From an optimization exercise on the open Yosys and OpenROAD flow, aimed at small area; shortcuts taken in it are not production practice.
The RTL was checked by simulation tests, not by an equivalence proof against the original design.
No driver is modelled on the clock port, so clock power and skew are understated where the tree is cut down; a real chip needs a root buffer or a tree.

==> inputs of run a <==
Design topLevel, start of the top module:
module topLevel(clk, rst, sw, btn, out, led);
input clk;
input rst;
input [7:0] sw;
input btn;
output out;
output [7:0] led;
localparam [6:0] DB_IDLE = 7'd72;
reg b_s0_q;
wire b_s0 = b_s0_q ^ 1'd1;
reg b_s1_q;
wire b_s1 = b_s1_q ^ 1'd0;
reg b_c_q;
wire b_c = b_c_q ^ 1'd0;
reg b_e_q;
wire b_e = b_e_q ^ 1'd0;
reg [6:0] b_n_q;
wire [6:0] b_n = b_n_q ^ 7'd85;
wire b_det = ~b_n[1] & ~b_n[3] & ~b_n[4] & ~b_n[5] & ~b_n[6];
wire b_diff = b_c ^ b_s1;
wire b_fire = b_diff & b_det;
always @(posedge clk) begin
	b_n_q <= ((b_diff & ~b_det) ? {b_n[5:0], b_n[6] ^ b_n[5]} : DB_IDLE) ^ 7'd85;
	if (rst) begin
		b_s0_q <= 1'd1; b_s1_q <= 1'd0; b_c_q <= 1'd0; b_e_q <= 1'd0;
	end else begin
		b_s0_q <= btn ^ 1'd1;
		b_s1_q <= b_s0 ^ 1'd0;
		b_c_q <= (b_det ? b_s1 : b_c) ^ 1'd0;
		b_e_q <= (b_fire & ~b_c) ^ 1'd0;
	end
end
reg s_s0_q;
wire s_s0 = s_s0_q ^ 1'd1;
reg s_s1_q;
wire s_s1 = s_s1_q ^ 1'd1;
reg s_c_q;
wire s_c = s_c_q ^ 1'd0;
reg s_e_q;
wire s_e = s_e_q ^ 1'd1;
reg [6:0] s_n_q;
wire [6:0] s_n = s_n_q ^ 7'd42;
wire s_det = ~s_n[1] & ~s_n[3] & ~s_n[4] & ~s_n[5] & ~s_n[6];
wire s_diff = s_c ^ s_s1;
wire s_fire = s_diff & s_det;
always @(posedge clk) begin
	s_n_q <= ((s_diff & ~s_det) ? {s_n[5:0], s_n[6] ^ s_n[5]} : DB_IDLE) ^ 7'd42;
	if (rst) begin
  ...
==> module topLevel, before the edit <==
module topLevel(clk, rst, sw, btn, out, led);
input clk;
input rst;
input [7:0] sw;
input btn;
output out;
output [7:0] led;
localparam [6:0] DB_IDLE = 7'd72;
reg b_s0_q;
wire b_s0 = b_s0_q ^ 1'd1;
reg b_s1_q;
wire b_s1 = b_s1_q ^ 1'd0;
reg b_c_q;
wire b_c = b_c_q ^ 1'd0;
reg b_e_q;
wire b_e = b_e_q ^ 1'd0;
reg [6:0] b_n_q;
wire [6:0] b_n = b_n_q ^ 7'd85;
wire b_det = ~b_n[1] & ~b_n[3] & ~b_n[4] & ~b_n[5] & ~b_n[6];
wire b_diff = b_c ^ b_s1;
wire b_fire = b_diff & b_det;
always @(posedge clk) begin
	b_n_q <= ((b_diff & ~b_det) ? {b_n[5:0], b_n[6] ^ b_n[5]} : DB_IDLE) ^ 7'd85;
	if (rst) begin
		b_s0_q <= 1'd1; b_s1_q <= 1'd0; b_c_q <= 1'd0; b_e_q <= 1'd0;
	end else begin
		b_s0_q <= btn ^ 1'd1;
		b_s1_q <= b_s0 ^ 1'd0;
		b_c_q <= (b_det ? b_s1 : b_c) ^ 1'd0;
		b_e_q <= (b_fire & ~b_c) ^ 1'd0;
	end
end
reg s_s0_q;
wire s_s0 = s_s0_q ^ 1'd1;
reg s_s1_q;
wire s_s1 = s_s1_q ^ 1'd1;
reg s_c_q;
wire s_c = s_c_q ^ 1'd0;
reg s_e_q;
wire s_e = s_e_q ^ 1'd1;
reg [6:0] s_n_q;
wire [6:0] s_n = s_n_q ^ 7'd42;
wire s_det = ~s_n[1] & ~s_n[3] & ~s_n[4] & ~s_n[5] & ~s_n[6];
wire s_diff = s_c ^ s_s1;
wire s_fire = s_diff & s_det;
always @(posedge clk) begin
	s_n_q <= ((s_diff & ~s_det) ? {s_n[5:0], s_n[6] ^ s_n[5]} : DB_IDLE) ^ 7'd42;
	if (rst) begin
		s_s0_q <= 1'd1; s_s1_q <= 1'd1; s_c_q <= 1'd0; s_e_q <= 1'd1;
	end else begin
		s_s0_q <= sw[0] ^ 1'd1;
		s_s1_q <= s_s0 ^ 1'd1;
		s_c_q <= (s_det ? s_s1 : s_c) ^ 1'd0;
		s_e_q <= (s_fire) ^ 1'd1;
	end
end
reg sel_q;
wire sel = sel_q ^ 1'd0;
always @(posedge clk) begin
	if (rst) sel_q <= 1'd0;
	else sel_q <= (sel ^ b_e) ^ 1'd0;
end
reg v_q;
wire v = v_q ^ 1'd1;
reg [6:0] ledr_q;
wire [6:0] ledr = ledr_q ^ 7'd0;
reg [2:0] cs_q;
wire [2:0] cs = cs_q ^ 3'd5;
wire led_ld = s_e & ~rst;
wire led_hd = ~s_e & ~rst;
always @(posedge clk) ledr_q <= (({7{led_ld}} & sw[7:1]) | ({7{led_hd}} & ledr)) ^ 7'd0;
reg [2:0] code;
always @(*) begin
	case (ledr)
		7'b0000001: code = 4;
		7'b0000010: code = 1;
		7'b0000100: code = 0;
		7'b0001000: code = 3;
		7'b0010000: code = 6;
		7'b0100000: code = 5;
		7'b1000000: code = 2;
		default:    code = 7;
	endcase
end
always @(posedge clk) begin
	if (rst) begin
		v_q <= 1'd1;
	end else begin
		v_q <= (v | s_e) ^ 1'd1;
	end
	cs_q <= (v ? code : 3'd4) ^ 3'd5;
end
wire [7:0] fload = (cs[2] ? (cs[1] ? (cs[0] ? 8'd92 : 8'd69) : (cs[0] ? 8'd184 : 8'd100)) : (cs[1] ? (cs[0] ? 8'd252 : 8'd141) : (cs[0] ? 8'd152 : 8'd124)));
reg [7:0] fcnt_q;
wire [7:0] fcnt = fcnt_q ^ 8'd85;
reg fo_q;
wire fo = fo_q ^ 1'd1;
wire f_det = ~fcnt[0] & fcnt[1] & ~fcnt[2] & ~fcnt[3] & fcnt[4] & fcnt[6] & ~fcnt[7];
always @(posedge clk) begin
	if (rst) begin
		fcnt_q <= 8'd185 ^ 8'd85; fo_q <= 1'd1;
	end else begin
		fcnt_q <= (f_det ? fload : {fcnt[6:0], fcnt[7] ^ (fcnt[0] | fcnt[4])}) ^ 8'd85;
		fo_q <= (fo ^ f_det) ^ 1'd1;
	end
end
reg [14:0] tcnt_q;
wire [14:0] tcnt = tcnt_q ^ 15'd10922;
reg [5:0] idx_q;
wire [5:0] idx = idx_q ^ 6'd63;
wire t_det = ~tcnt[0] & tcnt[1] & ~tcnt[3] & ~tcnt[4] & ~tcnt[5] & ~tcnt[6] & ~tcnt[7] & ~tcnt[11] & ~tcnt[12] & ~tcnt[13] & ~tcnt[14];
always @(posedge clk) begin
	if (rst) begin
		tcnt_q <= 15'd1282 ^ 15'd10922; idx_q <= 6'd63 ^ 6'd63;
	end else begin
		tcnt_q <= (t_det ? 15'd1258 : {tcnt[13:0], tcnt[14] ^ tcnt[7]}) ^ 15'd10922;
		idx_q <= (idx + t_det) ^ 6'd63;
	end
end
wire [7:0] sload = (idx[2] ? (idx[1] ? (idx[0] ? 8'd188 : 8'd216) : (idx[0] ? 8'd188 : 8'd140)) : (idx[1] ? (idx[0] ? 8'd37 : 8'd188) : (idx[0] ? 8'd170 : (idx[5] ? (idx[4] ? 8'd229 : 8'd37) : (idx[4] ? 8'd97 : 8'd229)))));
reg [7:0] scnt_q;
wire [7:0] scnt = scnt_q ^ 8'd85;
reg so_q;
wire so = so_q ^ 1'd0;
wire g_det = ~scnt[0] & ~scnt[1] & scnt[2] & scnt[3] & scnt[4] & ~scnt[6] & ~scnt[7];
always @(posedge clk) begin
	if (rst) begin
		scnt_q <= 8'd142 ^ 8'd85; so_q <= 1'b1 ^ 1'd0;
	end else begin
		scnt_q <= (g_det ? sload : {scnt[6:0], scnt[7] ^ scnt[2]}) ^ 8'd85;
		so_q <= (so ^ g_det) ^ 1'd0;
	end
end
assign out = sel ? so : fo;
assign led = {sel, ledr};
endmodule
==> flow/config.mk <==
export PLATFORM = sky130hd
export DESIGN_NAME = topLevel
export DESIGN_NICKNAME = topLevel
export VERILOG_FILES = /design/flow/design.v
export SDC_FILE = /design/flow/constraint.sdc
export NUM_CORES = 4
export LEC_CHECK = 0
export CAP_MARGIN = 20
export CORE_MARGIN = 2
export CORE_UTILIZATION = 70
export CTS_BUF_LIST = sky130_fd_sc_hd__clkbuf_2 sky130_fd_sc_hd__clkbuf_4
export PLACE_DENSITY = 0.85
export SLEW_MARGIN = 20
==> flow/constraint.sdc <==
create_clock -name core_clock -period 10.0 [get_ports {clk}]
set_input_delay 2.0000 -clock core_clock [delete_from_list [all_inputs] [get_ports {clk}]]
set_output_delay 2.0000 -clock core_clock [all_outputs]
set_load 0.01 [all_outputs]
standard.sh (not shown) runs the stock make flow with config.mk's settings and CLKGATE_MAP_FILE= SYNTH_SCRIPT=/design/flow/synth_recipe.tcl, a recipe that flattens the netlist after the stock synthesis.
==> flow/flow/run.sh <==
#!/bin/bash
# Own layout flow: the standard flow (standard.sh) with these changes:
#  - synthesis is the standard one except for logic mapping: ABC runs the area script
#    flow/abc_area.script, and Yosys does not extract half/full adder cells
#    (ADDER_MAP_FILE empty), so ABC maps that logic too. The standard synthesis runs
#    first; if the registers of this synthesis (names and cell types) differ from the
#    standard synthesis's, the flow uses the standard synthesis's netlist instead.
#  - the port buffers are buf_1 cells, but buf_2 for an input that drives more than 16
#    pins (flow/port_buffers.tcl).
#  - the clock tree is built by flow/clock_tree.tcl (4 clkbuf_8, one per balanced
#    cluster of registers, upsized to clkbuf_16 where the estimated clock-pin slew is
#    over 116 ps) in place of clock_tree_synthesis; the rest of the CTS step (placement
#    legalisation, timing repair) is ORFS's own.
# ORFS writes each tool's log under orfs/logs/ (the standard synthesis's under
# std_synth/logs/); make's own output goes to flow_make_*.log.
set -euo pipefail
W=$PWD
R=orfs/results/$FLOW_PLATFORM/topLevel/base

# standard synthesis, for its registers
bash standard.sh synth > "$W/flow_make_std_synth.log" 2>&1
python3 "$W/flow/flops.py" "$W/$R/1_2_yosys.v" > "$W/flops_standard.txt"
rm -rf "$W/std_synth"
mkdir -p "$W/std_synth"
cp -r "$W/orfs/logs" "$W/orfs/results" "$W/orfs/reports" "$W/std_synth/" 2>/dev/null || true
rm -rf "$W/orfs"

rm -rf "$W/scripts"
cp -r "$FLOW_HOME/scripts" "$W/scripts"
cp "$W/flow/abc_area.script" "$W/scripts/abc_area.script"
grep -q '^log_cmd clock_tree_synthesis {\*}\$cts_args$' "$W/scripts/cts.tcl"
sed -i 's|^log_cmd clock_tree_synthesis {\*}\$cts_args$|source $::env(OWN_CLOCK_TREE)|' "$W/scripts/cts.tcl"
grep -q '^    buffer_ports {\*}\[env_var_or_empty BUFFER_PORTS_ARGS\]$' "$W/scripts/global_place.tcl"
sed -i 's|^    buffer_ports {\*}\[env_var_or_empty BUFFER_PORTS_ARGS\]$|&\n    source $::env(OWN_PORT_BUFFERS)|' "$W/scripts/global_place.tcl"
export OWN_PORT_BUFFERS="$W/flow/port_buffers.tcl" PORT_BUFFER_MAX_FANOUT=16
export OWN_CLOCK_TREE="$W/flow/clock_tree.tcl" CLOCK_PORT=clk CLOCK_TREE_NBUF=4 \
  CLOCK_TREE_CELL=sky130_fd_sc_hd__clkbuf_8 CLOCK_TREE_BIG_CELL=sky130_fd_sc_hd__clkbuf_16 \
  CLOCK_TREE_MAX_SLEW_PS=116
ARGS=(SCRIPTS_DIR="$W/scripts" ABC_AREA=1 ADDER_MAP_FILE=
      "BUFFER_PORTS_ARGS=-buffer_cell sky130_fd_sc_hd__buf_1")

bash standard.sh "${ARGS[@]}" synth > "$W/flow_make_synth.log" 2>&1
python3 "$W/flow/flops.py" "$W/$R/1_2_yosys.v" > "$W/flops_own.txt"
if ! cmp -s "$W/flops_standard.txt" "$W/flops_own.txt"; then
  echo "registers differ from the standard synthesis's: using the standard synthesis" | tee "$W/synth_fallback.txt"
  rm -rf "$W/orfs"
  bash standard.sh synth > "$W/flow_make_synth.log" 2>&1
fi
bash standard.sh "${ARGS[@]}" finish > "$W/flow_make.log" 2>&1
==> flow/flow/abc_area.script <==
strash
&get -n
&st
&dch
&nf -a -R 20
&put
topo
Other scripts of this flow, unchanged in this note and not shown: flow/flow/clock_tree.tcl, flow/flow/flops.py, flow/flow/port_buffers.tcl
==> run b (differences from run a) <==
==> flow/config.mk (replaced) <==
export PLATFORM = sky130hd
export DESIGN_NAME = topLevel
export DESIGN_NICKNAME = topLevel
export VERILOG_FILES = /design/flow/design.v
export SDC_FILE = /design/flow/constraint.sdc
export NUM_CORES = 4
export LEC_CHECK = 0
export CAP_MARGIN = 5
export CORE_MARGIN = 2
export CORE_UTILIZATION = 70
export PLACE_DENSITY = 0.85
export SLEW_MARGIN = 5
==> run c (differences from run a) <==
--- a/flow/design.v
+++ b/flow/design.v
@@ -74,11 +74,11 @@
 	case (ledr)
 		7'b0000001: code = 4;
 		7'b0000010: code = 1;
-		7'b0000100: code = 0;
-		7'b0001000: code = 3;
+		7'b0000100: code = 3;
+		7'b0001000: code = 2;
 		7'b0010000: code = 6;
 		7'b0100000: code = 5;
-		7'b1000000: code = 2;
+		7'b1000000: code = 0;
 		default:    code = 7;
 	endcase
 end
@@ -90,7 +90,7 @@
 	end
 	cs_q <= (v ? code : 3'd4) ^ 3'd5;
 end
-wire [7:0] fload = (cs[2] ? (cs[1] ? (cs[0] ? 8'd92 : 8'd69) : (cs[0] ? 8'd184 : 8'd100)) : (cs[1] ? (cs[0] ? 8'd252 : 8'd141) : (cs[0] ? 8'd152 : 8'd124)));
+wire [7:0] fload = (cs[2] ? (cs[1] ? (cs[0] ? 8'd92 : 8'd69) : (cs[0] ? 8'd184 : 8'd100)) : (cs[1] ? (cs[0] ? 8'd124 : 8'd252) : (cs[0] ? 8'd152 : 8'd141)));
 reg [7:0] fcnt_q;
 wire [7:0] fcnt = fcnt_q ^ 8'd85;
 reg fo_q;
==> flow/flow/abc_area.script (replaced) <==
strash
&get -n
&st
&dch
&nf -a -R 20
&put
strash
&get -n
&st
&dch
&nf -a -R 20
&put
topo
==> flow/config.mk (replaced) <==
export PLATFORM = sky130hd
export DESIGN_NAME = topLevel
export DESIGN_NICKNAME = topLevel
export VERILOG_FILES = /design/flow/design.v
export SDC_FILE = /design/flow/constraint.sdc
export NUM_CORES = 4
export LEC_CHECK = 0
export CAP_MARGIN = 10
export CORE_MARGIN = 2
export CORE_UTILIZATION = 80
export PLACE_DENSITY = 0.9
export SLEW_MARGIN = 10
==> impl_metrics.json <==
{
  "status": "complete, no violations",
  "globalplace.congestion": 0.800,
  "detailroute.wirelength.met2_um": 2030,
  "fp.dieH_um": 62.4,
  "chipWidth_um": 62.4,
  "grt.total_usage_pct": 21.7,
  "critical_path_arrival_ns": 3.27,
  "finish.cell_count_without_fillers": 308,
  "seq-cell-share_pct": 56.8,
  "synth.cell_area_sq_mm": 0.00239,
  "routed_wire_length_per_instance_um": 12.9,
  "dpl_cell_area_sq_mm": 0.00252,
  "total_power_mw": 0.547,
  "combinationalPower_mw": 0.0830,
  "pre_cts_ws_ns": 6.60,
  "floorplan.die_area_sq_mm": 0.00390,
  "post_synth_num_cell_types": 34,
  "seq_cell_power_mw": 0.360,
  "drt-initial-drc-count": 140,
  "floorplan.initialDensity_pct": 72.2
}
That was run a.
==> impl_metrics.json <==
{
  "combinationalPower_mw": 0.0887,
  "dpl_cell_area_sq_mm": 0.00247,
  "pre_cts_ws_ns": 6.64,
  "floorplan.initialDensity_pct": 84.9,
  "fp.dieH_um": 58.3,
  "total_power_mw": 0.551,
  "finish.cell_count_without_fillers": 292,
  "globalplace.congestion": 0.839,
  "drt-initial-drc-count": 113,
  "chipWidth_um": 58.3,
  "floorplan.die_area_sq_mm": 0.00340,
  "status": "complete, no violations",
  "detailroute.wirelength.met2_um": 2050
}
That was run c.
==> impl_metrics.json <==
{
  "status": "complete, no violations",
  "chipWidth_um": 62.4,
  "globalplace.congestion": 0.800,
  "total_power_mw": 0.547,
  "detailroute.wirelength.met2_um": 2030,
  "floorplan.die_area_sq_mm": 0.00390,
  "combinationalPower_mw": 0.0830,
  "critical_path_arrival_ns": 3.27,
  "synth.cell_area_sq_mm": 0.00239,
  "dpl_cell_area_sq_mm": 0.00252,
  "pre_cts_ws_ns": 6.60,
  "seq_cell_power_mw": 0.360,
  "floorplan.initialDensity_pct": 72.2,
  "grt.total_usage_pct": 21.7,
  "fp.dieH_um": 62.4,
  "post_synth_num_cell_types": 34
}
That was run b.
No run of this note takes its clock network from TritonCTS; it comes from the design's own scripts or RTL.

-- port drivers added, routing unchanged --
How much do the figures lean on ideal ports? The routed layouts below were timed once more, with nothing changed but the port constraints. Step 1 assumes that a clkbuf_16 drives the clock port and a buf_2 every other input. Step 2 times the ports against the registers' clock, not the clock port: input delays grow and output delays shrink by t, the midpoint of the rising clock arrivals with the driver on. a / b / c = no drivers / after step 1 / after step 2; a / b = the first two.
run | t (ns) | setup slack, ns | worst setup path at the end | clock arrival spread, ns | cell pins on the clock port's net
run a | 0.207 | 6.783 / 6.812 / 6.605 | input to register | 0.011 / 0.011 | 4
run b | 0.207 | 6.783 / 6.812 / 6.605 | input to register | 0.011 / 0.011 | 4
run c | 0.207 | 6.829 / 6.860 / 6.653 | input to register | 0.009 / 0.009 | 4
After both steps every run listed still meets setup and hold.
